Context: an optimization exercise on an open-source flow, tuned for small area, a short achievable clock period and few clock cycles per item. The choices shown serve that exercise and are no tape-out recipe.
The RTL was checked by simulation tests, not by an equivalence proof against the original design.
Power figures rest on the tool's default switching activity, not on a simulated workload.

## flow/design.v

```verilog
`timescale 1ns / 1ps
module enose_accel (
    input  wire        s00_axi_aclk,
    input  wire        s00_axi_aresetn,
    input  wire [6:0]  s00_axi_awaddr,
    input  wire [2:0]  s00_axi_awprot,
    input  wire        s00_axi_awvalid,
    output reg         s00_axi_awready,
    input  wire [31:0] s00_axi_wdata,
    input  wire [3:0]  s00_axi_wstrb,
    input  wire        s00_axi_wvalid,
    output reg         s00_axi_wready,
    output wire [1:0]  s00_axi_bresp,
    output reg         s00_axi_bvalid,
    input  wire        s00_axi_bready,
    input  wire [6:0]  s00_axi_araddr,
    input  wire [2:0]  s00_axi_arprot,
    input  wire        s00_axi_arvalid,
    output reg         s00_axi_arready,
    output reg  [31:0] s00_axi_rdata,
    output wire [1:0]  s00_axi_rresp,
    output reg         s00_axi_rvalid,
    input  wire        s00_axi_rready,
    input  wire [31:0] s_axis_tdata,
    input  wire        s_axis_tvalid,
    output reg         s_axis_tready,
    input  wire        s_axis_tlast
);
    assign s00_axi_bresp = 2'b00;
    assign s00_axi_rresp = 2'b00;
    wire rst = !s00_axi_aresetn;
    reg  [1:0]  aw_sel_l;           
    reg  [31:0] wdata_l;
    wire aw_now = s00_axi_awvalid && s00_axi_awready;
    wire w_now  = s00_axi_wvalid  && s00_axi_wready;
    wire [1:0] aw_sel_in = {s00_axi_awaddr == 7'h08, s00_axi_awaddr == 7'h00};
    wire [1:0]  wsel = aw_now ? aw_sel_in : aw_sel_l;
    wire [31:0] wd   = w_now  ? s00_axi_wdata : wdata_l;
    wire wr_fire = (aw_now || !s00_axi_awready) && (w_now || !s00_axi_wready) && !s00_axi_bvalid;
    wire b_done  = s00_axi_bvalid && s00_axi_bready;
    always @(posedge s00_axi_aclk) begin
        if (rst) begin
            s00_axi_awready <= 1'b1; s00_axi_wready <= 1'b1; s00_axi_bvalid <= 1'b0;
        end else begin
            if (aw_now) s00_axi_awready <= 1'b0;
            if (w_now)  s00_axi_wready  <= 1'b0;
            if (wr_fire) s00_axi_bvalid <= 1'b1;
            if (b_done) begin
                s00_axi_bvalid <= 1'b0; s00_axi_awready <= 1'b1; s00_axi_wready <= 1'b1;
            end
        end
        if (aw_now) aw_sel_l <= aw_sel_in;
        if (w_now)  wdata_l  <= s00_axi_wdata;
    end
    wire wr_ctrl   = wr_fire && wsel[0];
    wire wr_wl     = wr_fire && wsel[1];
    reg [31:0] reg_control, reg_window_len;
    reg [1:0]  status;              
    wire busy      = status[1];
    wire cmd_reset = wr_ctrl && wd[1];
    wire cmd_start = wr_ctrl && wd[0] && !wd[1] && !busy;
    reg  start_q;                   
    reg  [5:0]  rcnt;               
    reg  [11:0] mask_r;
    reg         v1, last1;          
    reg  [31:0] hs_r;
    reg         v2, last2;
    wire [31:0] hs_n;
    wire [2:0]  os_n;
    wire done = v2 && last2 && !cmd_reset;
    reg  [5:0]  cnt0, cnt1, cnt2;   
    reg  [5:0]  rc0, rc1, rc2;      
    reg  [1:0]  rclass;             
    reg  [10:0] total;              
    reg  [15:0] lat;                
    reg [5:0] hs_pop;
    integer k;
    always @* begin
        hs_pop = 6'd0;
        for (k = 0; k < 32; k = k + 1) hs_pop = hs_pop + hs_r[k];
    end
    wire accept = s_axis_tvalid && s_axis_tready;
    wire close  = ((rcnt + 6'd1) >= reg_window_len[5:0]) || s_axis_tlast;
    wire [1:0] status_n = rst ? 2'd0 : cmd_reset ? 2'd0 : cmd_start ? 2'd2 : done ? 2'd1 : status;
    always @(posedge s00_axi_aclk) begin
        status <= status_n;
        start_q <= cmd_start;
        if (rst) begin
            reg_control <= 32'd0; reg_window_len <= 32'd10;
            s_axis_tready <= 1'b0; rcnt <= 6'd0; v1 <= 1'b0; v2 <= 1'b0;
            rc0 <= 6'd0; rc1 <= 6'd0; rc2 <= 6'd0; rclass <= 2'd0;
            total <= 11'd0; lat <= 16'd0; start_q <= 1'b0;
        end else begin
            if (wr_ctrl) reg_control <= wd;
            if (wr_wl)   reg_window_len <= wd;
            if (cmd_start) lat <= 16'd0;
            else if (busy) lat <= lat + 16'd1;
            v1 <= accept && !cmd_reset;
            if (accept) begin
                mask_r <= s_axis_tdata[11:0];
                last1  <= close;
                rcnt   <= rcnt + 6'd1;
                if (close) s_axis_tready <= 1'b0;
            end
            v2 <= v1 && !cmd_reset;
            if (v1) begin
                hs_r  <= hs_n;
                last2 <= last1;
            end
            if (start_q) begin
                cnt0 <= 6'd0; cnt1 <= 6'd0; cnt2 <= 6'd0;
            end else if (v2) begin
                cnt0 <= cnt0 + os_n[0]; cnt1 <= cnt1 + os_n[1]; cnt2 <= cnt2 + os_n[2];
                total <= total + hs_pop;
            end
            if (done) begin
                rc0 <= cnt0 + os_n[0]; rc1 <= cnt1 + os_n[1]; rc2 <= cnt2 + os_n[2];
            end
            if (rc0 >= rc1 && rc0 >= rc2) rclass <= 2'd0;
            else if (rc1 >= rc2)          rclass <= 2'd1;
            else                          rclass <= 2'd2;
            if (cmd_start) begin
                s_axis_tready <= 1'b1; rcnt <= 6'd0; total <= 11'd0;
            end
            if (cmd_reset) begin
                s_axis_tready <= 1'b0; rcnt <= 6'd0; total <= 11'd0;
            end
        end
    end
    reg  signed [12:0] vh0;
    wire signed [12:0] h0_acc = (mask_r[0] ? -13'sd29 : 13'sd0) + (mask_r[1] ? -13'sd13 : 13'sd0) + (mask_r[2] ? -13'sd20 : 13'sd0) + (mask_r[3] ? -13'sd32 : 13'sd0) + (mask_r[4] ? -13'sd42 : 13'sd0) + (mask_r[5] ? 13'sd44 : 13'sd0) + (mask_r[6] ? -13'sd31 : 13'sd0) + (mask_r[8] ? 13'sd35 : 13'sd0) + (mask_r[9] ? -13'sd19 : 13'sd0) + (mask_r[10] ? -13'sd10 : 13'sd0) + (mask_r[11] ? 13'sd2 : 13'sd0);
    wire signed [12:0] h0_v = vh0 - (vh0 >>> 4) + h0_acc;
    wire h0_s = (h0_v >= 13'sd64);
    assign hs_n[0] = h0_s;
    always @(posedge s00_axi_aclk)
        if (start_q) vh0 <= 13'sd0;
        else if (v1) vh0 <= h0_s ? 13'sd0 : h0_v;
    reg  signed [12:0] vh1;
    wire signed [12:0] h1_acc = (mask_r[0] ? -13'sd28 : 13'sd0) + (mask_r[1] ? 13'sd80 : 13'sd0) + (mask_r[2] ? 13'sd35 : 13'sd0) + (mask_r[3] ? -13'sd88 : 13'sd0) + (mask_r[4] ? 13'sd10 : 13'sd0) + (mask_r[5] ? 13'sd9 : 13'sd0) + (mask_r[6] ? -13'sd30 : 13'sd0) + (mask_r[7] ? 13'sd12 : 13'sd0) + (mask_r[8] ? 13'sd1 : 13'sd0) + (mask_r[9] ? -13'sd26 : 13'sd0) + (mask_r[10] ? 13'sd60 : 13'sd0) + (mask_r[11] ? -13'sd10 : 13'sd0);
    wire signed [12:0] h1_v = vh1 - (vh1 >>> 4) + h1_acc;
    wire h1_s = (h1_v >= 13'sd64);
    assign hs_n[1] = h1_s;
    always @(posedge s00_axi_aclk)
        if (start_q) vh1 <= 13'sd0;
        else if (v1) vh1 <= h1_s ? 13'sd0 : h1_v;
    reg  signed [11:0] vh2;
    wire signed [11:0] h2_acc = (mask_r[0] ? 12'sd26 : 12'sd0) + (mask_r[1] ? -12'sd38 : 12'sd0) + (mask_r[2] ? 12'sd15 : 12'sd0) + (mask_r[3] ? 12'sd11 : 12'sd0) + (mask_r[4] ? -12'sd19 : 12'sd0) + (mask_r[5] ? 12'sd6 : 12'sd0) + (mask_r[6] ? -12'sd25 : 12'sd0) + (mask_r[7] ? -12'sd4 : 12'sd0) + (mask_r[8] ? 12'sd70 : 12'sd0) + (mask_r[9] ? 12'sd5 : 12'sd0) + (mask_r[10] ? 12'sd58 : 12'sd0) + (mask_r[11] ? -12'sd12 : 12'sd0);
    wire signed [11:0] h2_v = vh2 - (vh2 >>> 4) + h2_acc;
    wire h2_s = (h2_v >= 12'sd64);
    assign hs_n[2] = h2_s;
    always @(posedge s00_axi_aclk)
        if (start_q) vh2 <= 12'sd0;
        else if (v1) vh2 <= h2_s ? 12'sd0 : h2_v;
    reg  signed [11:0] vh3;
    wire signed [11:0] h3_acc = (mask_r[0] ? -12'sd63 : 12'sd0) + (mask_r[1] ? -12'sd5 : 12'sd0) + (mask_r[2] ? 12'sd7 : 12'sd0) + (mask_r[3] ? 12'sd14 : 12'sd0) + (mask_r[4] ? 12'sd9 : 12'sd0) + (mask_r[5] ? 12'sd51 : 12'sd0) + (mask_r[6] ? -12'sd30 : 12'sd0) + (mask_r[7] ? -12'sd3 : 12'sd0) + (mask_r[8] ? -12'sd10 : 12'sd0) + (mask_r[9] ? -12'sd9 : 12'sd0) + (mask_r[10] ? 12'sd29 : 12'sd0) + (mask_r[11] ? 12'sd71 : 12'sd0);
    wire signed [11:0] h3_v = vh3 - (vh3 >>> 4) + h3_acc;
    wire h3_s = (h3_v >= 12'sd64);
    assign hs_n[3] = h3_s;
    always @(posedge s00_axi_aclk)
        if (start_q) vh3 <= 12'sd0;
        else if (v1) vh3 <= h3_s ? 12'sd0 : h3_v;
    reg  signed [11:0] vh4;
    wire signed [11:0] h4_acc = (mask_r[0] ? 12'sd2 : 12'sd0) + (mask_r[1] ? 12'sd26 : 12'sd0) + (mask_r[2] ? 12'sd37 : 12'sd0) + (mask_r[3] ? 12'sd43 : 12'sd0) + (mask_r[4] ? -12'sd8 : 12'sd0) + (mask_r[5] ? -12'sd48 : 12'sd0) + (mask_r[6] ? 12'sd23 : 12'sd0) + (mask_r[7] ? -12'sd20 : 12'sd0) + (mask_r[8] ? -12'sd13 : 12'sd0) + (mask_r[9] ? 12'sd8 : 12'sd0) + (mask_r[10] ? -12'sd5 : 12'sd0) + (mask_r[11] ? 12'sd30 : 12'sd0);
    wire signed [11:0] h4_v = vh4 - (vh4 >>> 4) + h4_acc;
    wire h4_s = (h4_v >= 12'sd64);
    assign hs_n[4] = h4_s;
    always @(posedge s00_axi_aclk)
        if (start_q) vh4 <= 12'sd0;
        else if (v1) vh4 <= h4_s ? 12'sd0 : h4_v;
    reg  signed [11:0] vh5;
    wire signed [11:0] h5_acc = (mask_r[0] ? -12'sd62 : 12'sd0) + (mask_r[1] ? 12'sd75 : 12'sd0) + (mask_r[2] ? 12'sd74 : 12'sd0) + (mask_r[3] ? 12'sd3 : 12'sd0) + (mask_r[4] ? 12'sd16 : 12'sd0) + (mask_r[5] ? 12'sd19 : 12'sd0) + (mask_r[6] ? 12'sd9 : 12'sd0) + (mask_r[7] ? -12'sd2 : 12'sd0) + (mask_r[8] ? -12'sd7 : 12'sd0) + (mask_r[9] ? -12'sd19 : 12'sd0) + (mask_r[10] ? -12'sd24 : 12'sd0) + (mask_r[11] ? 12'sd39 : 12'sd0);
    wire signed [11:0] h5_v = vh5 - (vh5 >>> 4) + h5_acc;
    wire h5_s = (h5_v >= 12'sd64);
    assign hs_n[5] = h5_s;
    always @(posedge s00_axi_aclk)
        if (start_q) vh5 <= 12'sd0;
        else if (v1) vh5 <= h5_s ? 12'sd0 : h5_v;
    reg  signed [12:0] vh6;
    wire signed [12:0] h6_acc = (mask_r[0] ? 13'sd39 : 13'sd0) + (mask_r[1] ? -13'sd22 : 13'sd0) + (mask_r[2] ? 13'sd23 : 13'sd0) + (mask_r[3] ? -13'sd12 : 13'sd0) + (mask_r[4] ? -13'sd58 : 13'sd0) + (mask_r[5] ? -13'sd26 : 13'sd0) + (mask_r[6] ? -13'sd35 : 13'sd0) + (mask_r[7] ? -13'sd60 : 13'sd0) + (mask_r[8] ? 13'sd41 : 13'sd0) + (mask_r[9] ? -13'sd21 : 13'sd0) + (mask_r[10] ? -13'sd6 : 13'sd0) + (mask_r[11] ? -13'sd9 : 13'sd0);
    wire signed [12:0] h6_v = vh6 - (vh6 >>> 4) + h6_acc;
    wire h6_s = (h6_v >= 13'sd64);
    assign hs_n[6] = h6_s;
    always @(posedge s00_axi_aclk)
        if (start_q) vh6 <= 13'sd0;
        else if (v1) vh6 <= h6_s ? 13'sd0 : h6_v;
    reg  signed [12:0] vh7;
    wire signed [12:0] h7_acc = (mask_r[0] ? 13'sd12 : 13'sd0) + (mask_r[1] ? -13'sd67 : 13'sd0) + (mask_r[2] ? 13'sd54 : 13'sd0) + (mask_r[3] ? 13'sd18 : 13'sd0) + (mask_r[4] ? 13'sd69 : 13'sd0) + (mask_r[5] ? -13'sd37 : 13'sd0) + (mask_r[6] ? 13'sd22 : 13'sd0) + (mask_r[7] ? -13'sd31 : 13'sd0) + (mask_r[8] ? 13'sd2 : 13'sd0) + (mask_r[10] ? 13'sd57 : 13'sd0) + (mask_r[11] ? 13'sd15 : 13'sd0);
    wire signed [12:0] h7_v = vh7 - (vh7 >>> 4) + h7_acc;
    wire h7_s = (h7_v >= 13'sd64);
    assign hs_n[7] = h7_s;
    always @(posedge s00_axi_aclk)
        if (start_q) vh7 <= 13'sd0;
        else if (v1) vh7 <= h7_s ? 13'sd0 : h7_v;
    reg  signed [11:0] vh8;
    wire signed [11:0] h8_acc = (mask_r[0] ? 12'sd47 : 12'sd0) + (mask_r[1] ? 12'sd26 : 12'sd0) + (mask_r[2] ? 12'sd71 : 12'sd0) + (mask_r[3] ? -12'sd41 : 12'sd0) + (mask_r[4] ? 12'sd47 : 12'sd0) + (mask_r[5] ? -12'sd19 : 12'sd0) + (mask_r[6] ? 12'sd15 : 12'sd0) + (mask_r[7] ? 12'sd19 : 12'sd0) + (mask_r[8] ? -12'sd17 : 12'sd0) + (mask_r[9] ? -12'sd5 : 12'sd0) + (mask_r[10] ? 12'sd20 : 12'sd0);
    wire signed [11:0] h8_v = vh8 - (vh8 >>> 4) + h8_acc;
    wire h8_s = (h8_v >= 12'sd64);
    assign hs_n[8] = h8_s;
    always @(posedge s00_axi_aclk)
        if (start_q) vh8 <= 12'sd0;
        else if (v1) vh8 <= h8_s ? 12'sd0 : h8_v;
    reg  signed [11:0] vh9;
    wire signed [11:0] h9_acc = (mask_r[0] ? -12'sd9 : 12'sd0) + (mask_r[1] ? -12'sd10 : 12'sd0) + (mask_r[2] ? -12'sd25 : 12'sd0) + (mask_r[3] ? -12'sd25 : 12'sd0) + (mask_r[4] ? -12'sd5 : 12'sd0) + (mask_r[5] ? 12'sd41 : 12'sd0) + (mask_r[6] ? 12'sd51 : 12'sd0) + (mask_r[7] ? -12'sd22 : 12'sd0) + (mask_r[8] ? 12'sd19 : 12'sd0) + (mask_r[9] ? 12'sd41 : 12'sd0) + (mask_r[10] ? -12'sd3 : 12'sd0);
    wire signed [11:0] h9_v = vh9 - (vh9 >>> 4) + h9_acc;
    wire h9_s = (h9_v >= 12'sd64);
    assign hs_n[9] = h9_s;
    always @(posedge s00_axi_aclk)
        if (start_q) vh9 <= 12'sd0;
        else if (v1) vh9 <= h9_s ? 12'sd0 : h9_v;
    reg  signed [11:0] vh10;
    wire signed [11:0] h10_acc = (mask_r[0] ? 12'sd18 : 12'sd0) + (mask_r[1] ? -12'sd6 : 12'sd0) + (mask_r[2] ? -12'sd10 : 12'sd0) + (mask_r[3] ? -12'sd24 : 12'sd0) + (mask_r[4] ? -12'sd21 : 12'sd0) + (mask_r[5] ? 12'sd2 : 12'sd0) + (mask_r[7] ? 12'sd23 : 12'sd0) + (mask_r[8] ? 12'sd41 : 12'sd0) + (mask_r[9] ? -12'sd22 : 12'sd0) + (mask_r[10] ? -12'sd32 : 12'sd0) + (mask_r[11] ? 12'sd29 : 12'sd0);
    wire signed [11:0] h10_v = vh10 - (vh10 >>> 4) + h10_acc;
    wire h10_s = (h10_v >= 12'sd64);
    assign hs_n[10] = h10_s;
    always @(posedge s00_axi_aclk)
        if (start_q) vh10 <= 12'sd0;
        else if (v1) vh10 <= h10_s ? 12'sd0 : h10_v;
    reg  signed [11:0] vh11;
    wire signed [11:0] h11_acc = (mask_r[0] ? -12'sd3 : 12'sd0) + (mask_r[1] ? 12'sd20 : 12'sd0) + (mask_r[2] ? 12'sd29 : 12'sd0) + (mask_r[3] ? 12'sd15 : 12'sd0) + (mask_r[4] ? 12'sd6 : 12'sd0) + (mask_r[5] ? -12'sd50 : 12'sd0) + (mask_r[7] ? -12'sd34 : 12'sd0) + (mask_r[8] ? 12'sd3 : 12'sd0) + (mask_r[9] ? 12'sd12 : 12'sd0) + (mask_r[10] ? 12'sd11 : 12'sd0) + (mask_r[11] ? 12'sd24 : 12'sd0);
    wire signed [11:0] h11_v = vh11 - (vh11 >>> 4) + h11_acc;
    wire h11_s = (h11_v >= 12'sd64);
    assign hs_n[11] = h11_s;
    always @(posedge s00_axi_aclk)
        if (start_q) vh11 <= 12'sd0;
        else if (v1) vh11 <= h11_s ? 12'sd0 : h11_v;
    reg  signed [12:0] vh12;
    wire signed [12:0] h12_acc = (mask_r[0] ? -13'sd16 : 13'sd0) + (mask_r[1] ? 13'sd13 : 13'sd0) + (mask_r[2] ? -13'sd45 : 13'sd0) + (mask_r[3] ? 13'sd69 : 13'sd0) + (mask_r[4] ? 13'sd26 : 13'sd0) + (mask_r[5] ? -13'sd28 : 13'sd0) + (mask_r[6] ? -13'sd15 : 13'sd0) + (mask_r[7] ? -13'sd5 : 13'sd0) + (mask_r[8] ? -13'sd2 : 13'sd0) + (mask_r[9] ? 13'sd5 : 13'sd0) + (mask_r[10] ? -13'sd21 : 13'sd0) + (mask_r[11] ? 13'sd15 : 13'sd0);
    wire signed [12:0] h12_v = vh12 - (vh12 >>> 4) + h12_acc;
    wire h12_s = (h12_v >= 13'sd64);
    assign hs_n[12] = h12_s;
    always @(posedge s00_axi_aclk)
        if (start_q) vh12 <= 13'sd0;
        else if (v1) vh12 <= h12_s ? 13'sd0 : h12_v;
    reg  signed [10:0] vh13;
    wire signed [10:0] h13_acc = (mask_r[0] ? 11'sd10 : 11'sd0) + (mask_r[1] ? 11'sd15 : 11'sd0) + (mask_r[2] ? -11'sd2 : 11'sd0) + (mask_r[3] ? 11'sd29 : 11'sd0) + (mask_r[4] ? 11'sd19 : 11'sd0) + (mask_r[5] ? 11'sd53 : 11'sd0) + (mask_r[6] ? 11'sd10 : 11'sd0) + (mask_r[7] ? 11'sd18 : 11'sd0) + (mask_r[8] ? 11'sd39 : 11'sd0) + (mask_r[9] ? -11'sd34 : 11'sd0) + (mask_r[10] ? 11'sd6 : 11'sd0) + (mask_r[11] ? 11'sd11 : 11'sd0);
    wire signed [10:0] h13_v = vh13 - (vh13 >>> 4) + h13_acc;
    wire h13_s = (h13_v >= 11'sd64);
    assign hs_n[13] = h13_s;
    always @(posedge s00_axi_aclk)
        if (start_q) vh13 <= 11'sd0;
        else if (v1) vh13 <= h13_s ? 11'sd0 : h13_v;
    reg  signed [11:0] vh14;
    wire signed [11:0] h14_acc = (mask_r[0] ? -12'sd32 : 12'sd0) + (mask_r[1] ? -12'sd7 : 12'sd0) + (mask_r[2] ? 12'sd45 : 12'sd0) + (mask_r[3] ? 12'sd40 : 12'sd0) + (mask_r[4] ? 12'sd18 : 12'sd0) + (mask_r[5] ? 12'sd37 : 12'sd0) + (mask_r[6] ? 12'sd21 : 12'sd0) + (mask_r[7] ? -12'sd26 : 12'sd0) + (mask_r[8] ? 12'sd36 : 12'sd0) + (mask_r[9] ? 12'sd28 : 12'sd0) + (mask_r[10] ? 12'sd29 : 12'sd0) + (mask_r[11] ? -12'sd38 : 12'sd0);
    wire signed [11:0] h14_v = vh14 - (vh14 >>> 4) + h14_acc;
    wire h14_s = (h14_v >= 12'sd64);
    assign hs_n[14] = h14_s;
    always @(posedge s00_axi_aclk)
        if (start_q) vh14 <= 12'sd0;
        else if (v1) vh14 <= h14_s ? 12'sd0 : h14_v;
    reg  signed [11:0] vh15;
    wire signed [11:0] h15_acc = (mask_r[0] ? -12'sd5 : 12'sd0) + (mask_r[1] ? 12'sd45 : 12'sd0) + (mask_r[2] ? 12'sd37 : 12'sd0) + (mask_r[3] ? 12'sd13 : 12'sd0) + (mask_r[4] ? -12'sd53 : 12'sd0) + (mask_r[5] ? -12'sd27 : 12'sd0) + (mask_r[6] ? 12'sd11 : 12'sd0) + (mask_r[7] ? -12'sd16 : 12'sd0) + (mask_r[8] ? 12'sd35 : 12'sd0) + (mask_r[9] ? 12'sd11 : 12'sd0) + (mask_r[10] ? 12'sd39 : 12'sd0) + (mask_r[11] ? -12'sd17 : 12'sd0);
    wire signed [11:0] h15_v = vh15 - (vh15 >>> 4) + h15_acc;
    wire h15_s = (h15_v >= 12'sd64);
    assign hs_n[15] = h15_s;
    always @(posedge s00_axi_aclk)
        if (start_q) vh15 <= 12'sd0;
        else if (v1) vh15 <= h15_s ? 12'sd0 : h15_v;
    reg  signed [11:0] vh16;
    wire signed [11:0] h16_acc = (mask_r[0] ? 12'sd27 : 12'sd0) + (mask_r[1] ? 12'sd51 : 12'sd0) + (mask_r[2] ? 12'sd23 : 12'sd0) + (mask_r[3] ? 12'sd14 : 12'sd0) + (mask_r[4] ? -12'sd28 : 12'sd0) + (mask_r[5] ? 12'sd80 : 12'sd0) + (mask_r[6] ? -12'sd2 : 12'sd0) + (mask_r[7] ? 12'sd82 : 12'sd0) + (mask_r[8] ? -12'sd17 : 12'sd0) + (mask_r[9] ? -12'sd58 : 12'sd0) + (mask_r[10] ? 12'sd10 : 12'sd0) + (mask_r[11] ? 12'sd18 : 12'sd0);
    wire signed [11:0] h16_v = vh16 - (vh16 >>> 4) + h16_acc;
    wire h16_s = (h16_v >= 12'sd64);
    assign hs_n[16] = h16_s;
    always @(posedge s00_axi_aclk)
        if (start_q) vh16 <= 12'sd0;
        else if (v1) vh16 <= h16_s ? 12'sd0 : h16_v;
    reg  signed [11:0] vh17;
    wire signed [11:0] h17_acc = (mask_r[0] ? 12'sd8 : 12'sd0) + (mask_r[1] ? 12'sd7 : 12'sd0) + (mask_r[2] ? -12'sd51 : 12'sd0) + (mask_r[3] ? -12'sd7 : 12'sd0) + (mask_r[4] ? 12'sd46 : 12'sd0) + (mask_r[5] ? -12'sd5 : 12'sd0) + (mask_r[6] ? 12'sd23 : 12'sd0) + (mask_r[7] ? -12'sd15 : 12'sd0) + (mask_r[8] ? 12'sd15 : 12'sd0) + (mask_r[9] ? 12'sd24 : 12'sd0) + (mask_r[10] ? -12'sd4 : 12'sd0) + (mask_r[11] ? -12'sd5 : 12'sd0);
    wire signed [11:0] h17_v = vh17 - (vh17 >>> 4) + h17_acc;
    wire h17_s = (h17_v >= 12'sd64);
    assign hs_n[17] = h17_s;
    always @(posedge s00_axi_aclk)
        if (start_q) vh17 <= 12'sd0;
        else if (v1) vh17 <= h17_s ? 12'sd0 : h17_v;
    reg  signed [11:0] vh18;
    wire signed [11:0] h18_acc = (mask_r[0] ? -12'sd6 : 12'sd0) + (mask_r[1] ? -12'sd8 : 12'sd0) + (mask_r[2] ? 12'sd77 : 12'sd0) + (mask_r[3] ? -12'sd2 : 12'sd0) + (mask_r[4] ? 12'sd13 : 12'sd0) + (mask_r[5] ? -12'sd31 : 12'sd0) + (mask_r[6] ? 12'sd9 : 12'sd0) + (mask_r[7] ? -12'sd16 : 12'sd0) + (mask_r[8] ? 12'sd17 : 12'sd0) + (mask_r[9] ? 12'sd35 : 12'sd0) + (mask_r[10] ? 12'sd13 : 12'sd0) + (mask_r[11] ? -12'sd18 : 12'sd0);
    wire signed [11:0] h18_v = vh18 - (vh18 >>> 4) + h18_acc;
    wire h18_s = (h18_v >= 12'sd64);
    assign hs_n[18] = h18_s;
    always @(posedge s00_axi_aclk)
        if (start_q) vh18 <= 12'sd0;
        else if (v1) vh18 <= h18_s ? 12'sd0 : h18_v;
    reg  signed [12:0] vh19;
    wire signed [12:0] h19_acc = (mask_r[0] ? 13'sd72 : 13'sd0) + (mask_r[1] ? 13'sd28 : 13'sd0) + (mask_r[2] ? 13'sd23 : 13'sd0) + (mask_r[3] ? -13'sd67 : 13'sd0) + (mask_r[4] ? -13'sd40 : 13'sd0) + (mask_r[5] ? 13'sd2 : 13'sd0) + (mask_r[6] ? 13'sd14 : 13'sd0) + (mask_r[7] ? -13'sd12 : 13'sd0) + (mask_r[8] ? -13'sd49 : 13'sd0) + (mask_r[9] ? -13'sd18 : 13'sd0) + (mask_r[10] ? 13'sd61 : 13'sd0) + (mask_r[11] ? 13'sd17 : 13'sd0);
    wire signed [12:0] h19_v = vh19 - (vh19 >>> 4) + h19_acc;
    wire h19_s = (h19_v >= 13'sd64);
    assign hs_n[19] = h19_s;
    always @(posedge s00_axi_aclk)
        if (start_q) vh19 <= 13'sd0;
        else if (v1) vh19 <= h19_s ? 13'sd0 : h19_v;
    reg  signed [11:0] vh20;
    wire signed [11:0] h20_acc = (mask_r[0] ? 12'sd8 : 12'sd0) + (mask_r[1] ? 12'sd20 : 12'sd0) + (mask_r[2] ? 12'sd29 : 12'sd0) + (mask_r[3] ? -12'sd30 : 12'sd0) + (mask_r[4] ? -12'sd20 : 12'sd0) + (mask_r[5] ? 12'sd35 : 12'sd0) + (mask_r[6] ? -12'sd23 : 12'sd0) + (mask_r[7] ? 12'sd7 : 12'sd0) + (mask_r[8] ? 12'sd43 : 12'sd0) + (mask_r[9] ? 12'sd58 : 12'sd0) + (mask_r[10] ? 12'sd17 : 12'sd0) + (mask_r[11] ? -12'sd22 : 12'sd0);
    wire signed [11:0] h20_v = vh20 - (vh20 >>> 4) + h20_acc;
    wire h20_s = (h20_v >= 12'sd64);
    assign hs_n[20] = h20_s;
    always @(posedge s00_axi_aclk)
        if (start_q) vh20 <= 12'sd0;
        else if (v1) vh20 <= h20_s ? 12'sd0 : h20_v;
    reg  signed [12:0] vh21;
    wire signed [12:0] h21_acc = (mask_r[0] ? -13'sd12 : 13'sd0) + (mask_r[1] ? -13'sd25 : 13'sd0) + (mask_r[2] ? 13'sd21 : 13'sd0) + (mask_r[3] ? -13'sd33 : 13'sd0) + (mask_r[4] ? -13'sd37 : 13'sd0) + (mask_r[5] ? 13'sd55 : 13'sd0) + (mask_r[6] ? 13'sd12 : 13'sd0) + (mask_r[7] ? 13'sd5 : 13'sd0) + (mask_r[8] ? 13'sd9 : 13'sd0) + (mask_r[9] ? 13'sd11 : 13'sd0) + (mask_r[10] ? -13'sd37 : 13'sd0) + (mask_r[11] ? -13'sd14 : 13'sd0);
    wire signed [12:0] h21_v = vh21 - (vh21 >>> 4) + h21_acc;
    wire h21_s = (h21_v >= 13'sd64);
    assign hs_n[21] = h21_s;
    always @(posedge s00_axi_aclk)
        if (start_q) vh21 <= 13'sd0;
        else if (v1) vh21 <= h21_s ? 13'sd0 : h21_v;
    reg  signed [12:0] vh22;
    wire signed [12:0] h22_acc = (mask_r[0] ? 13'sd11 : 13'sd0) + (mask_r[1] ? -13'sd8 : 13'sd0) + (mask_r[2] ? -13'sd45 : 13'sd0) + (mask_r[3] ? 13'sd31 : 13'sd0) + (mask_r[4] ? -13'sd25 : 13'sd0) + (mask_r[5] ? 13'sd38 : 13'sd0) + (mask_r[6] ? -13'sd25 : 13'sd0) + (mask_r[7] ? 13'sd36 : 13'sd0) + (mask_r[8] ? -13'sd4 : 13'sd0) + (mask_r[9] ? -13'sd29 : 13'sd0) + (mask_r[10] ? 13'sd53 : 13'sd0) + (mask_r[11] ? 13'sd33 : 13'sd0);
    wire signed [12:0] h22_v = vh22 - (vh22 >>> 4) + h22_acc;
    wire h22_s = (h22_v >= 13'sd64);
    assign hs_n[22] = h22_s;
    always @(posedge s00_axi_aclk)
        if (start_q) vh22 <= 13'sd0;
        else if (v1) vh22 <= h22_s ? 13'sd0 : h22_v;
    reg  signed [11:0] vh23;
    wire signed [11:0] h23_acc = (mask_r[0] ? -12'sd10 : 12'sd0) + (mask_r[1] ? 12'sd37 : 12'sd0) + (mask_r[2] ? -12'sd37 : 12'sd0) + (mask_r[3] ? 12'sd26 : 12'sd0) + (mask_r[4] ? 12'sd41 : 12'sd0) + (mask_r[5] ? -12'sd7 : 12'sd0) + (mask_r[6] ? -12'sd20 : 12'sd0) + (mask_r[7] ? 12'sd30 : 12'sd0) + (mask_r[8] ? 12'sd75 : 12'sd0) + (mask_r[9] ? 12'sd23 : 12'sd0) + (mask_r[10] ? 12'sd14 : 12'sd0) + (mask_r[11] ? -12'sd5 : 12'sd0);
    wire signed [11:0] h23_v = vh23 - (vh23 >>> 4) + h23_acc;
    wire h23_s = (h23_v >= 12'sd64);
    assign hs_n[23] = h23_s;
    always @(posedge s00_axi_aclk)
        if (start_q) vh23 <= 12'sd0;
        else if (v1) vh23 <= h23_s ? 12'sd0 : h23_v;
    reg  signed [10:0] vh24;
    wire signed [10:0] h24_acc = (mask_r[0] ? -11'sd6 : 11'sd0) + (mask_r[1] ? 11'sd3 : 11'sd0) + (mask_r[2] ? -11'sd30 : 11'sd0) + (mask_r[3] ? 11'sd40 : 11'sd0) + (mask_r[4] ? -11'sd1 : 11'sd0) + (mask_r[5] ? -11'sd11 : 11'sd0) + (mask_r[6] ? 11'sd11 : 11'sd0) + (mask_r[7] ? -11'sd6 : 11'sd0) + (mask_r[8] ? 11'sd10 : 11'sd0) + (mask_r[9] ? -11'sd5 : 11'sd0) + (mask_r[10] ? 11'sd112 : 11'sd0) + (mask_r[11] ? 11'sd50 : 11'sd0);
    wire signed [10:0] h24_v = vh24 - (vh24 >>> 4) + h24_acc;
    wire h24_s = (h24_v >= 11'sd64);
    assign hs_n[24] = h24_s;
    always @(posedge s00_axi_aclk)
        if (start_q) vh24 <= 11'sd0;
        else if (v1) vh24 <= h24_s ? 11'sd0 : h24_v;
    reg  signed [11:0] vh25;
    wire signed [11:0] h25_acc = (mask_r[0] ? -12'sd5 : 12'sd0) + (mask_r[1] ? -12'sd4 : 12'sd0) + (mask_r[2] ? 12'sd64 : 12'sd0) + (mask_r[3] ? 12'sd53 : 12'sd0) + (mask_r[4] ? 12'sd40 : 12'sd0) + (mask_r[5] ? -12'sd39 : 12'sd0) + (mask_r[6] ? 12'sd71 : 12'sd0) + (mask_r[7] ? -12'sd5 : 12'sd0) + (mask_r[8] ? -12'sd16 : 12'sd0) + (mask_r[9] ? -12'sd35 : 12'sd0) + (mask_r[10] ? -12'sd8 : 12'sd0) + (mask_r[11] ? 12'sd22 : 12'sd0);
    wire signed [11:0] h25_v = vh25 - (vh25 >>> 4) + h25_acc;
    wire h25_s = (h25_v >= 12'sd64);
    assign hs_n[25] = h25_s;
    always @(posedge s00_axi_aclk)
        if (start_q) vh25 <= 12'sd0;
        else if (v1) vh25 <= h25_s ? 12'sd0 : h25_v;
    reg  signed [11:0] vh26;
    wire signed [11:0] h26_acc = (mask_r[0] ? 12'sd67 : 12'sd0) + (mask_r[1] ? 12'sd12 : 12'sd0) + (mask_r[2] ? -12'sd19 : 12'sd0) + (mask_r[3] ? -12'sd3 : 12'sd0) + (mask_r[4] ? 12'sd12 : 12'sd0) + (mask_r[5] ? 12'sd4 : 12'sd0) + (mask_r[6] ? 12'sd37 : 12'sd0) + (mask_r[7] ? -12'sd37 : 12'sd0) + (mask_r[8] ? 12'sd4 : 12'sd0) + (mask_r[9] ? -12'sd60 : 12'sd0) + (mask_r[10] ? 12'sd3 : 12'sd0) + (mask_r[11] ? 12'sd31 : 12'sd0);
    wire signed [11:0] h26_v = vh26 - (vh26 >>> 4) + h26_acc;
    wire h26_s = (h26_v >= 12'sd64);
    assign hs_n[26] = h26_s;
    always @(posedge s00_axi_aclk)
        if (start_q) vh26 <= 12'sd0;
        else if (v1) vh26 <= h26_s ? 12'sd0 : h26_v;
    reg  signed [11:0] vh27;
    wire signed [11:0] h27_acc = (mask_r[0] ? 12'sd7 : 12'sd0) + (mask_r[1] ? 12'sd5 : 12'sd0) + (mask_r[2] ? -12'sd1 : 12'sd0) + (mask_r[3] ? 12'sd38 : 12'sd0) + (mask_r[4] ? -12'sd40 : 12'sd0) + (mask_r[5] ? -12'sd12 : 12'sd0) + (mask_r[6] ? 12'sd6 : 12'sd0) + (mask_r[7] ? -12'sd40 : 12'sd0) + (mask_r[8] ? 12'sd23 : 12'sd0) + (mask_r[9] ? 12'sd14 : 12'sd0) + (mask_r[10] ? -12'sd3 : 12'sd0) + (mask_r[11] ? 12'sd40 : 12'sd0);
    wire signed [11:0] h27_v = vh27 - (vh27 >>> 4) + h27_acc;
    wire h27_s = (h27_v >= 12'sd64);
    assign hs_n[27] = h27_s;
    always @(posedge s00_axi_aclk)
        if (start_q) vh27 <= 12'sd0;
        else if (v1) vh27 <= h27_s ? 12'sd0 : h27_v;
    reg  signed [11:0] vh28;
    wire signed [11:0] h28_acc = (mask_r[0] ? 12'sd11 : 12'sd0) + (mask_r[1] ? 12'sd6 : 12'sd0) + (mask_r[2] ? -12'sd2 : 12'sd0) + (mask_r[3] ? 12'sd65 : 12'sd0) + (mask_r[4] ? -12'sd14 : 12'sd0) + (mask_r[5] ? 12'sd14 : 12'sd0) + (mask_r[6] ? 12'sd1 : 12'sd0) + (mask_r[7] ? -12'sd17 : 12'sd0) + (mask_r[8] ? 12'sd31 : 12'sd0) + (mask_r[9] ? -12'sd17 : 12'sd0) + (mask_r[10] ? 12'sd18 : 12'sd0) + (mask_r[11] ? -12'sd60 : 12'sd0);
    wire signed [11:0] h28_v = vh28 - (vh28 >>> 4) + h28_acc;
    wire h28_s = (h28_v >= 12'sd64);
    assign hs_n[28] = h28_s;
    always @(posedge s00_axi_aclk)
        if (start_q) vh28 <= 12'sd0;
        else if (v1) vh28 <= h28_s ? 12'sd0 : h28_v;
    reg  signed [11:0] vh29;
    wire signed [11:0] h29_acc = (mask_r[0] ? 12'sd26 : 12'sd0) + (mask_r[1] ? -12'sd52 : 12'sd0) + (mask_r[2] ? 12'sd23 : 12'sd0) + (mask_r[3] ? 12'sd6 : 12'sd0) + (mask_r[4] ? 12'sd76 : 12'sd0) + (mask_r[5] ? -12'sd33 : 12'sd0) + (mask_r[6] ? 12'sd36 : 12'sd0) + (mask_r[7] ? 12'sd28 : 12'sd0) + (mask_r[8] ? 12'sd4 : 12'sd0) + (mask_r[9] ? 12'sd26 : 12'sd0) + (mask_r[10] ? -12'sd12 : 12'sd0) + (mask_r[11] ? 12'sd4 : 12'sd0);
    wire signed [11:0] h29_v = vh29 - (vh29 >>> 4) + h29_acc;
    wire h29_s = (h29_v >= 12'sd64);
    assign hs_n[29] = h29_s;
    always @(posedge s00_axi_aclk)
        if (start_q) vh29 <= 12'sd0;
        else if (v1) vh29 <= h29_s ? 12'sd0 : h29_v;
    reg  signed [11:0] vh30;
    wire signed [11:0] h30_acc = (mask_r[0] ? 12'sd67 : 12'sd0) + (mask_r[1] ? 12'sd58 : 12'sd0) + (mask_r[2] ? 12'sd21 : 12'sd0) + (mask_r[3] ? 12'sd39 : 12'sd0) + (mask_r[4] ? -12'sd17 : 12'sd0) + (mask_r[5] ? -12'sd10 : 12'sd0) + (mask_r[6] ? 12'sd48 : 12'sd0) + (mask_r[7] ? 12'sd10 : 12'sd0) + (mask_r[8] ? -12'sd20 : 12'sd0) + (mask_r[9] ? 12'sd18 : 12'sd0) + (mask_r[10] ? -12'sd39 : 12'sd0) + (mask_r[11] ? -12'sd33 : 12'sd0);
    wire signed [11:0] h30_v = vh30 - (vh30 >>> 4) + h30_acc;
    wire h30_s = (h30_v >= 12'sd64);
    assign hs_n[30] = h30_s;
    always @(posedge s00_axi_aclk)
        if (start_q) vh30 <= 12'sd0;
        else if (v1) vh30 <= h30_s ? 12'sd0 : h30_v;
    reg  signed [12:0] vh31;
    wire signed [12:0] h31_acc = (mask_r[0] ? -13'sd1 : 13'sd0) + (mask_r[1] ? 13'sd12 : 13'sd0) + (mask_r[2] ? 13'sd14 : 13'sd0) + (mask_r[3] ? 13'sd1 : 13'sd0) + (mask_r[4] ? -13'sd26 : 13'sd0) + (mask_r[5] ? -13'sd21 : 13'sd0) + (mask_r[6] ? 13'sd43 : 13'sd0) + (mask_r[7] ? 13'sd31 : 13'sd0) + (mask_r[8] ? -13'sd15 : 13'sd0) + (mask_r[9] ? -13'sd10 : 13'sd0) + (mask_r[10] ? -13'sd53 : 13'sd0) + (mask_r[11] ? -13'sd8 : 13'sd0);
    wire signed [12:0] h31_v = vh31 - (vh31 >>> 4) + h31_acc;
    wire h31_s = (h31_v >= 13'sd64);
    assign hs_n[31] = h31_s;
    always @(posedge s00_axi_aclk)
        if (start_q) vh31 <= 13'sd0;
        else if (v1) vh31 <= h31_s ? 13'sd0 : h31_v;
    reg  signed [13:0] vo0;
    wire signed [13:0] o0_acc = (hs_r[0] ? -14'sd5 : 14'sd0) + (hs_r[1] ? 14'sd75 : 14'sd0) + (hs_r[2] ? 14'sd4 : 14'sd0) + (hs_r[3] ? -14'sd28 : 14'sd0) + (hs_r[4] ? 14'sd57 : 14'sd0) + (hs_r[5] ? 14'sd13 : 14'sd0) + (hs_r[6] ? 14'sd37 : 14'sd0) + (hs_r[7] ? 14'sd72 : 14'sd0) + (hs_r[8] ? 14'sd24 : 14'sd0) + (hs_r[9] ? -14'sd20 : 14'sd0) + (hs_r[10] ? 14'sd66 : 14'sd0) + (hs_r[11] ? -14'sd22 : 14'sd0) + (hs_r[12] ? 14'sd4 : 14'sd0) + (hs_r[13] ? -14'sd27 : 14'sd0) + (hs_r[14] ? 14'sd32 : 14'sd0) + (hs_r[15] ? -14'sd45 : 14'sd0) + (hs_r[16] ? -14'sd49 : 14'sd0) + (hs_r[17] ? -14'sd45 : 14'sd0) + (hs_r[18] ? 14'sd4 : 14'sd0) + (hs_r[19] ? -14'sd33 : 14'sd0) + (hs_r[20] ? -14'sd93 : 14'sd0) + (hs_r[21] ? -14'sd32 : 14'sd0) + (hs_r[22] ? 14'sd15 : 14'sd0) + (hs_r[23] ? 14'sd31 : 14'sd0) + (hs_r[24] ? -14'sd1 : 14'sd0) + (hs_r[25] ? 14'sd31 : 14'sd0) + (hs_r[26] ? 14'sd100 : 14'sd0) + (hs_r[27] ? 14'sd78 : 14'sd0) + (hs_r[28] ? -14'sd107 : 14'sd0) + (hs_r[29] ? 14'sd45 : 14'sd0) + (hs_r[30] ? -14'sd3 : 14'sd0) + (hs_r[31] ? 14'sd10 : 14'sd0);
    wire signed [13:0] o0_v = vo0 - (vo0 >>> 4) + o0_acc;
    wire o0_s = (o0_v >= 14'sd64);
    assign os_n[0] = o0_s;
    always @(posedge s00_axi_aclk)
        if (start_q) vo0 <= 14'sd0;
        else if (v2) vo0 <= o0_s ? 14'sd0 : o0_v;
    reg  signed [13:0] vo1;
    wire signed [13:0] o1_acc = (hs_r[0] ? 14'sd57 : 14'sd0) + (hs_r[1] ? -14'sd24 : 14'sd0) + (hs_r[2] ? 14'sd43 : 14'sd0) + (hs_r[3] ? -14'sd15 : 14'sd0) + (hs_r[4] ? 14'sd34 : 14'sd0) + (hs_r[5] ? -14'sd28 : 14'sd0) + (hs_r[6] ? -14'sd36 : 14'sd0) + (hs_r[7] ? 14'sd71 : 14'sd0) + (hs_r[8] ? 14'sd9 : 14'sd0) + (hs_r[9] ? 14'sd4 : 14'sd0) + (hs_r[10] ? -14'sd11 : 14'sd0) + (hs_r[11] ? -14'sd30 : 14'sd0) + (hs_r[12] ? 14'sd40 : 14'sd0) + (hs_r[13] ? -14'sd18 : 14'sd0) + (hs_r[14] ? -14'sd57 : 14'sd0) + (hs_r[15] ? 14'sd32 : 14'sd0) + (hs_r[16] ? -14'sd32 : 14'sd0) + (hs_r[17] ? 14'sd10 : 14'sd0) + (hs_r[18] ? 14'sd12 : 14'sd0) + (hs_r[20] ? 14'sd18 : 14'sd0) + (hs_r[21] ? -14'sd20 : 14'sd0) + (hs_r[22] ? 14'sd22 : 14'sd0) + (hs_r[23] ? 14'sd19 : 14'sd0) + (hs_r[24] ? 14'sd36 : 14'sd0) + (hs_r[25] ? 14'sd5 : 14'sd0) + (hs_r[26] ? 14'sd20 : 14'sd0) + (hs_r[27] ? -14'sd26 : 14'sd0) + (hs_r[28] ? 14'sd19 : 14'sd0) + (hs_r[29] ? -14'sd17 : 14'sd0) + (hs_r[30] ? -14'sd27 : 14'sd0) + (hs_r[31] ? 14'sd2 : 14'sd0);
    wire signed [13:0] o1_v = vo1 - (vo1 >>> 4) + o1_acc;
    wire o1_s = (o1_v >= 14'sd64);
    assign os_n[1] = o1_s;
    always @(posedge s00_axi_aclk)
        if (start_q) vo1 <= 14'sd0;
        else if (v2) vo1 <= o1_s ? 14'sd0 : o1_v;
    reg  signed [13:0] vo2;
    wire signed [13:0] o2_acc = (hs_r[0] ? -14'sd2 : 14'sd0) + (hs_r[1] ? -14'sd3 : 14'sd0) + (hs_r[2] ? -14'sd2 : 14'sd0) + (hs_r[3] ? -14'sd64 : 14'sd0) + (hs_r[4] ? 14'sd20 : 14'sd0) + (hs_r[5] ? -14'sd18 : 14'sd0) + (hs_r[6] ? -14'sd36 : 14'sd0) + (hs_r[7] ? 14'sd13 : 14'sd0) + (hs_r[8] ? 14'sd65 : 14'sd0) + (hs_r[9] ? 14'sd22 : 14'sd0) + (hs_r[10] ? 14'sd11 : 14'sd0) + (hs_r[11] ? -14'sd30 : 14'sd0) + (hs_r[12] ? -14'sd31 : 14'sd0) + (hs_r[13] ? 14'sd16 : 14'sd0) + (hs_r[14] ? 14'sd16 : 14'sd0) + (hs_r[15] ? -14'sd44 : 14'sd0) + (hs_r[16] ? -14'sd3 : 14'sd0) + (hs_r[17] ? 14'sd7 : 14'sd0) + (hs_r[18] ? 14'sd40 : 14'sd0) + (hs_r[19] ? -14'sd1 : 14'sd0) + (hs_r[20] ? -14'sd35 : 14'sd0) + (hs_r[21] ? 14'sd4 : 14'sd0) + (hs_r[22] ? -14'sd31 : 14'sd0) + (hs_r[23] ? -14'sd18 : 14'sd0) + (hs_r[24] ? 14'sd20 : 14'sd0) + (hs_r[25] ? 14'sd51 : 14'sd0) + (hs_r[26] ? -14'sd72 : 14'sd0) + (hs_r[27] ? -14'sd62 : 14'sd0) + (hs_r[28] ? 14'sd49 : 14'sd0) + (hs_r[29] ? 14'sd65 : 14'sd0) + (hs_r[30] ? 14'sd3 : 14'sd0) + (hs_r[31] ? 14'sd18 : 14'sd0);
    wire signed [13:0] o2_v = vo2 - (vo2 >>> 4) + o2_acc;
    wire o2_s = (o2_v >= 14'sd64);
    assign os_n[2] = o2_s;
    always @(posedge s00_axi_aclk)
        if (start_q) vo2 <= 14'sd0;
        else if (v2) vo2 <= o2_s ? 14'sd0 : o2_v;
    reg  [3:0] ridx;
    reg        rok;
    reg  [1:0] st_snap;
    wire ar_now = s00_axi_arvalid && s00_axi_arready;
    always @(posedge s00_axi_aclk) begin
        if (rst) begin
            s00_axi_arready <= 1'b1; s00_axi_rvalid <= 1'b0;
        end else begin
            if (ar_now) begin
                s00_axi_arready <= 1'b0; s00_axi_rvalid <= 1'b1;
            end
            if (s00_axi_rvalid && s00_axi_rready) begin
                s00_axi_rvalid <= 1'b0; s00_axi_arready <= 1'b1;
            end
        end
        if (ar_now) begin
            ridx    <= s00_axi_araddr[5:2];
            rok     <= (s00_axi_araddr[1:0] == 2'b00) && !s00_axi_araddr[6] && (s00_axi_araddr[5:2] <= 4'd13);
            st_snap <= status_n;
        end
    end
    always @* begin
        s00_axi_rdata = 32'hDEAD_BEEF;
        if (rok) case (ridx)
            4'd0:  s00_axi_rdata = reg_control;
            4'd1:  s00_axi_rdata = {30'd0, st_snap};
            4'd2:  s00_axi_rdata = reg_window_len;
            4'd3:  s00_axi_rdata = 32'd12;
            4'd4:  s00_axi_rdata = 32'd32;
            4'd5:  s00_axi_rdata = 32'd3;
            4'd6:  s00_axi_rdata = {30'd0, rclass};
            4'd7:  s00_axi_rdata = {26'd0, rc0};
            4'd8:  s00_axi_rdata = {26'd0, rc1};
            4'd9:  s00_axi_rdata = {26'd0, rc2};
            4'd10: s00_axi_rdata = 32'd0;
            4'd11: s00_axi_rdata = {16'd0, lat};
            4'd12: s00_axi_rdata = {26'd0, rcnt};
            4'd13: s00_axi_rdata = {21'd0, total};
            default: s00_axi_rdata = 32'hDEAD_BEEF;
        endcase
    end
endmodule
```

## flow/constraint.sdc

```tcl
create_clock -name core_clock -period 10.0 [get_ports {s00_axi_aclk}]
set_input_delay 2.0000 -clock core_clock [delete_from_list [all_inputs] [get_ports {s00_axi_aclk}]]
set_output_delay 2.0000 -clock core_clock [all_outputs]
set_load 0.01 [all_outputs]
```

## flow/config.mk

```make
export PLATFORM = sky130hd
export DESIGN_NAME = enose_accel
export DESIGN_NICKNAME = enose_accel
export VERILOG_FILES = /design/flow/design.v
export SDC_FILE = /design/flow/constraint.sdc
export NUM_CORES = 4
export LEC_CHECK = 0
export CAP_MARGIN = 20
export CORE_MARGIN = 2
export CORE_UTILIZATION = 40
export PLACE_DENSITY = 0.6
export SLEW_MARGIN = 20
```

## flow/run.sh

```bash
#!/bin/bash
# synth_recipe.tcl (not shown) runs the flow's synth.tcl, then flattens the netlist and writes it again
# the make line also repeats each setting of config.mk as NAME=value (left out here)
make -C /OpenROAD-flow-scripts/flow DESIGN_CONFIG=/design/flow/config.mk WORK_HOME=/design/flow/orfs CLKGATE_MAP_FILE= SYNTH_SCRIPT=/design/flow/synth_recipe.tcl finish
```

==> impl_metrics.py <==
metrics = {
    "setup_path": {
        "reg2reg_from": "hs_r[26]",
        "r2r_end": "cnt2[4]",
        "cp-startpoint": "hs_r[26]",
        "path_class": "flip-flop to flip-flop",
        "reg2reg_depth": 25,
        "cp.required_ps": 10470,
        "r2r_setup_slack_ps": 1630,
        "critPathMaxFanout": 11,
        "crit_end": "cnt2[4]",
        "crit_arrival_ps": 8840,
        "critPathCaptureType": "flip-flop",
        "cp-start-kind": "flip-flop",
    },
    "finish": {
        "drive_gt1_share_pct": 3.78,
        "post-route-util_pct": 43.9,
        "final_cell_mix": "2109 x inv_1, 2014 x fa_1, 1013 x ha_1",
        "fin_area_mm2": 0.106,
        "area_growth_pct": 8.96,
        "fill_cells": 22500,
        "nNetsFinal": 12500,
        "final_common_cell": "inv_1",
    },
    "timing": {
        "max_freq_mhz": 119,
        "slew_headroom_pct": 27.8,
        "fin_crit_ps": 8370,
        "setup-violations-final": 0,
        "tightestPinTransition_ps": 1080,
        "hold_violations": 0,
        "skew_ps": 45.4,
        "fin_crit_sh_pct": 83.7,
        "maxSlewViolCount": 0,
        "finalSetupTns_ps": 0,
        "whs_ps": 461,
        "rsz0062_at_grt": "no",
    },
    "cts": {
        "cts_max_path_buffers": 3,
        "clk_latency_ps": 760,
        "hold_buffers": 0,
        "cts_tree": "done",
        "post_cts_resized": 0,
        "cts_setup_buffers": 0,
        "numCtsBuffers": 92,
        "path_clk_slew_ps": 60,
        "cts.sinks": 666,
        "htree_num_levels": 3,
        "cts_root_buf": "clkbuf_16",
    },
    "floorplan": {
        "start_util_pct": 40.3,
        "die_h_um": 496,
        "num_io_pins": 139,
        "die_area_mm2": 0.246,
        "std_cell_rows": 180,
        "core-area_mm2": 0.241,
        "fp.dieW_um": 496,
    },
    "power": {
        "leakagePower_uw": 0.0502,
        "total_power_uw": 7570,
        "power_density_mw_per_mm2": 71.7,
        "vdd_drop_max_mv": 0.129,
    },
    "synth": {
        "netlist_instances": 9285,
        "synth-warning-count": 1,
        "seq_area_frac_synth_pct": 14.5,
        "async_flop_share_pct": 0,
        "syn_area_mm2": 0.0969,
        "synth_edf_count": 71,
        "syn_avg_cell_area_um2": 10.4,
        "synth.distinct_cells": 106,
        "ys_ff_latch": 666,
        "synthFlopType": "dfxtp_1",
    },
    "grt": {
        "grt_use_total_pct": 21.8,
        "grt_max_degree": 166,
        "grt_pass1_wl_um": 415000,
        "grt_pass1_vias": 71100,
        "antenna_found_initial": 8,
        "gr-total-overflow": 0,
    },
    "route": {
        "vias_per_cell": 5.17,
        "drcViolationCount": 0,
        "vias": 65600,
        "dr.first_iter.drc_count": 4334,
        "routedWlPerCell_um": 20.5,
        "first_pass_iters": 5,
        "drtAntennaViolNets": 0,
        "wl_um": 260000,
    },
    "status": {
        "status": "finished clean",
    },
    "placement": {
        "portBuffers": 104,
        "gp_congestion": 0.906,
        "dpl-instance-area_mm2": 0.102,
        "hpwl_um": 203000,
    },
    "flow_run": {
        "maxCapViolCount": 0,
    },
    "worst_hold_path": {
        "min_path_type": "flip-flop to flip-flop",
    },
}
==> worst max-delay path, stage by stage (launching register included) <==
cell and delay (ps):
edfxtp_1 690, inv_1 590, fa_1 700, inv_1 60, fa_1 500, inv_1 60, fa_1 510, inv_1 60
fa_1 510, fa_1 500, inv_1 50, fa_1 470, inv_1 40, ha_1 300, a21oi_1 310, o21ai_1 150
nand2_1 90, xnor2_1 90, or4_4 560, o41ai_4 650, inv_1 300, ha_1 300, ha_1 220, nand3_1 100
xor2_1 210, nor2_1 60
==> Yosys cell counts (9+ instances only) <==
cell,count,area [µm²]
a221o_1,14,140
nor2_1,282,1060
and3_1,24,150
o211a_1,78,781
a2111oi_0,16,140
or3_1,40,250
o31ai_1,61,458
a41o_1,13,130
or2_2,22,138
a32o_1,50,500
a211oi_1,31,233
dfxtp_1,595,11900
xor2_1,153,1340
a21oi_1,403,2020
nand3b_1,33,248
edfxtp_1,71,2130
a22oi_1,14,105
a21o_1,77,578
o21ai_0,120,601
o22ai_1,9,56.3
nor2b_1,66,413
a31oi_1,14,87.6
inv_1,2121,7960
o21a_1,39,293
fa_1,2019,40400
o41ai_1,27,236
a221oi_1,11,96.3
ha_1,1014,12700
clkbuf_1,158,593
nor3_1,64,320
o21ai_1,41,205
nand2_1,504,1890
buf_1,18,67.6
and2_1,29,181
a21boi_1,11,82.6
nand3_1,203,1020
mux2i_1,53,531
a22o_1,91,797
xnor2_1,432,3780
nand4_1,11,68.8
a211o_1,11,96.3
o21bai_1,38,285
nand2b_1,32,200
o211ai_1,22,165
==> kinds of logic (layout without fill, tap and decap cells) <==
| group | after synthesis | count (layout) | synth area share [%] |
|---|---|---|---|
| AOI/OAI and AO/OA | 1278 | 1278 | 9.34 |
| xor gates and xnor gates | 585 | 585 | 5.29 |
| adders and majority gates | 3034 | 3034 | 54.8 |
| buffers and inverters | 2308 | 2506 | 8.96 |
| DFF | 666 | 666 | 14.5 |
| muxes | 62 | 62 | 0.663 |
| other | 1 | 9 | 0.00387 |
| and+or+nand+nor | 1351 | 1351 | 6.46 |
==> sequential cells by signal, summed over array words and instances, names as in the netlist, 14 cells and up <==
register and count:
reg_window_len 32, reg_control 32, vo0 14, lat 16, wdata_l 32, vo2 14, hs_r 32, vo1 14
==> metal layers <==
| metal | part of all wire, % | global-route usage [%] | up-vias |
|---|---|---|---|
| met5 | 0.0073 | 0 | - |
| met4 | 3.1 | 6.07 | 4 |
| met3 | 6.1 | 3.34 | 340 |
| met2 | 47 | 36.0 | 1660 |
| met1 | 44 | 29.9 | 33900 |
| li1 | - | - | 29700 |
==> power breakdown <==
part	leakage, µW	switching [µW]	total, µW	internal [µW]
Sequential	0.00545	21.9	2760	2740
Clock	0.00157	1510	3600	2090
Combinational	0.0431	727	1220	489
==> worst min-delay path by stage <==
stage	startpoint	endpoint	cells past startpoint
after floorplan	last1	last2	0
after global placement	vh25[1]	vh25[1]	2
after detailed placement	aw_sel_l[1]	aw_sel_l[1]	2
after CTS	vh16[3]	vh16[3]	2
after global routing	vh7[3]	vh7[3]	2
final	vh6[3]	vh6[3]	2
==> layout make-up <==
type,count,area [µm²],area share [%]
diodes,5,12.5,0.0118
multi-input cells,6314,74300,70.4
clock inverters,33,514,0.487
repair buffers,213,1970,1.86
inverters,2124,8010,7.59
clock buffers,136,2730,2.59
well taps,3185,3990,3.77
flip-flops and latches,666,14100,13.3
==> per-stage QoR <==
stage                     std cells  worst slack, ps
after detailed placement      12500             1660
after CTS                     12700             1630
final                         12700             1630
after global routing          12700             1220
after global placement        12500             1720
after floorplan                9288             -295
Testbench counts, summed over its fixed seeds: cycles 3,584, inferences 128.

[static timing again, ports no longer ideal]
In the flow no input, the clock included, has a driving cell. The finished layout below was timed again as built, in two steps. Step 1, drivers: a clkbuf_16 drives s00_axi_aclk and a buf_2 each remaining input, both assumed. Step 2, shift: input delay + t, output delay - t, t = (earliest + latest rising clock arrival at the registers) / 2. This alone moves slack from input paths to output paths. Three values: ideal ports, drivers, drivers and shift; two values: the first two.
t, ns: 0.828
setup slack, ns: 1.629 / 1.629 / 1.629
worst setup path after step 2: register to register
clock arrival spread, ns: 0.051 / 0.051
After both steps setup and hold are still met in this run. The setup slack of this run moves by 0.000 ns with the drivers and by 0.000 ns with both steps.
